Source: an optimization exercise on an open RTL-to-GDS flow (aim: small area). Production flows keep margins and buffers that such runs may drop. In this exercise RTL edits were held to simulation tests only and were not proved equivalent to the original. Power and IR drop assume default switching activity.

## branch pepper
==> flow/design.v <==
`timescale 1ns / 1ps
module can_tx(
    input             clk,
    input             rst,
    input             start,
    input      [10:0] id,
    input      [3:0]  dlc,
    input      [63:0] data,
    output            busy,
    output reg        done,
    output            fin,
    output            fin_odd,
    output reg [10:0] f_id,
    output reg [3:0]  f_dlc,
    output reg [63:0] f_data
);
reg        c_valid;
reg [10:0] c_id;
reg [3:0]  c_dlc;
reg [63:0] c_data;
always @(posedge clk) begin
    c_id   <= id;
    c_dlc  <= dlc;
    c_data <= data;
end
always @(posedge clk or posedge rst) begin
    if (rst) c_valid <= 1'b0;
    else     c_valid <= start;
end
integer k;
always @(posedge clk) begin
    if (c_valid) begin
        f_id  <= c_id;
        f_dlc <= c_dlc;
        for (k = 0; k < 64; k = k + 1)
            f_data[k] <= c_data[k] & ((k < 8) ? (k == 0 || c_dlc != 4'd0) : ((k / 8) < c_dlc));
    end
end
reg [6:0] q;
reg [2:0] cons;      
reg       last;      
assign busy = (q >= 7'd6);
wire [4:0] v = {1'b0, q[6:3]} - {1'b0, f_dlc};
wire [2:0] byte_sel = q[5:3] - 3'd3;
wire [5:0] data_idx = {byte_sel, ~q[2:0]};
wire       data_bit = f_data[data_idx] & (data_idx != 6'd0 || f_dlc != 4'd0);
wire crc = f_id[0] ^ f_dlc[0] ^ f_data[0];
reg nb;              
always @(*) begin
    if (q < 7'd24) begin
        if (q <= 7'd16)      nb = f_id[5'd16 - q[4:0]];
        else if (q <= 7'd19) nb = 1'b0;
        else                 nb = f_dlc[5'd23 - q[4:0]];
    end else if (v[4] || v < 5'd3) begin
        nb = data_bit;
    end else if (v == 5'd3) begin
        nb = (q[2:0] == 3'd0) ? crc : 1'b0;
    end else if (v == 5'd4) begin
        nb = (q[2:0] == 3'd7);
    end else begin
        nb = 1'b1;
    end
end
wire stuff = (cons == 3'd5);
assign fin     = busy & (v == 5'd5) & (q[2:0] == 3'd6);
assign fin_odd = cons[0];
always @(posedge clk or posedge rst) begin
    if (rst) begin
        q    <= 7'd0;
        cons <= 3'd0;
        last <= 1'b0;
        done <= 1'b0;
    end else begin
        done <= fin;
        if (c_valid) begin
            q    <= 7'd3;
            cons <= 3'd1;      
            last <= 1'b0;
        end else if (fin) begin
            q <= 7'd0;
        end else if (busy) begin
            if (stuff) begin
                cons <= 3'd1;
                last <= ~last;
            end else begin
                cons <= (nb == last) ? cons + 3'd1 : 3'd1;
                last <= nb;
                q    <= q + 7'd1;
            end
        end else if (q != 7'd0) begin
            q <= q + 7'd1;
        end
    end
end
endmodule
`timescale 1ns / 1ps
module can_rx(
    input             clk,
    input             rst,
    input             fin,
    input             fin_odd,
    input             done,
    input      [10:0] f_id,
    input      [3:0]  f_dlc,
    input      [63:0] f_data,
    output     [10:0] rx_id,
    output     [3:0]  rx_dlc,
    output     [63:0] rx_data,
    output reg        rx_valid
);
always @(posedge clk or posedge rst) begin
    if (rst)
        rx_valid <= 1'b0;
    else
        rx_valid <= (fin & fin_odd) | (done & ~rx_valid);
end
assign rx_id   = f_id;
assign rx_dlc  = f_dlc;
assign rx_data = {f_data[63:1], f_data[0] & (f_dlc != 4'd0)};
endmodule
`timescale 1ns / 1ps
module can_top (
    input clk,
    input rst,
    input tx_start,
    input [10:0] tx_id,
    input [3:0] tx_dlc,
    input [63:0] tx_data,
    output tx_busy,
    output tx_done,
    output [10:0] rx_id,
    output [3:0] rx_dlc,
    output [63:0] rx_data,
    output rx_valid
);
wire        fin;        
wire        fin_odd;    
wire [10:0] f_id;
wire [3:0]  f_dlc;
wire [63:0] f_data;
can_tx tx_module (
    .clk(clk), .rst(rst),
    .start(tx_start), .id(tx_id),
    .dlc(tx_dlc), .data(tx_data),
    .busy(tx_busy), .done(tx_done),
    .fin(fin), .fin_odd(fin_odd),
    .f_id(f_id), .f_dlc(f_dlc), .f_data(f_data)
);
can_rx rx_module (
    .clk(clk), .rst(rst),
    .fin(fin), .fin_odd(fin_odd), .done(tx_done),
    .f_id(f_id), .f_dlc(f_dlc), .f_data(f_data),
    .rx_id(rx_id), .rx_dlc(rx_dlc),
    .rx_data(rx_data), .rx_valid(rx_valid)
);
endmodule
clock: 5.0 ns
lec_check: 0
cap_margin: 20
core_margin: 2
core_utilization: 40
slew_margin: 20
run.sh (not shown) runs the stock make flow with config.mk's settings and CLKGATE_MAP_FILE= SYNTH_SCRIPT=/design/flow/synth_recipe.tcl, a recipe that flattens the netlist after the stock synthesis.
branch pepper ended with every stage complete and zero timing, DRC or antenna violations.
Setup changes, branch pepper to branch tundra
- putting CTS_BUF_LIST at sky130_fd_sc_hd__clkbuf_4 where nothing was set
==> flow/flow/run.sh (new file) <==
#!/bin/bash
# Standard ORFS layout with smaller port buffers and a lighter clock tree.
set -euo pipefail
export BUFFER_PORTS_ARGS="-buffer_cell sky130_fd_sc_hd__buf_1"
export CTS_ARGS="-sink_clustering_enable -repair_clock_nets -dont_use_dummy_load"
bash standard.sh > standard.log 2>&1
==> flow/standard.sh (new file) <==
#!/bin/bash
# synth_recipe.tcl (not shown) runs the flow's synth.tcl, then flattens the netlist and writes it again
# the make line also repeats each setting of config.mk as NAME=value (left out here)
make -C /OpenROAD-flow-scripts/flow DESIGN_CONFIG=/design/flow/config.mk WORK_HOME=/design/flow/orfs CLKGATE_MAP_FILE= SYNTH_SCRIPT=/design/flow/synth_recipe.tcl "${@:-finish}"
removed: flow/run.sh
## What came out
Diff branch pepper -> branch tundra: standby leakage power went down by 16%; wire length went down by 4.2%; portion of total power attributed to sequential cells went up by 4.9 points; routed length on met2 went down by 0.89%.
branch tundra ends up with a fill cell total of the finished layout that is about 9% higher than in branch pepper.

separate check: timing with driven ports:
The flow's constraints put no driver on any port. The routed layouts listed below were extracted and timed again, unchanged, in two steps. Step 1 assumes that a clkbuf_16 drives the clock port and a buf_2 every other input. Step 2 also shifts input and output timing later by t, the mid clock arrival at the registers, as if the neighbouring blocks saw the same clock. Slacks: no drivers / after step 1 / after step 2; pairs: no drivers / after step 1.
| run | shift t [ns] | setup WS [ns] | hold WS [ns] | slew at the worst register clock pin (ns) | cell pins on the clock port's net |
|---|---|---|---|---|---|
| branch pepper | 0.457 | 1.472 / 1.472 / 1.472 | 0.402 / 0.402 / 0.402 | 0.06 / 0.06 | 1 |
| branch tundra | 0.442 | 1.591 / 1.591 / 1.591 | 0.404 / 0.404 / 0.404 | 0.06 / 0.06 | 1 |
After both steps setup and hold are still met in every run listed.
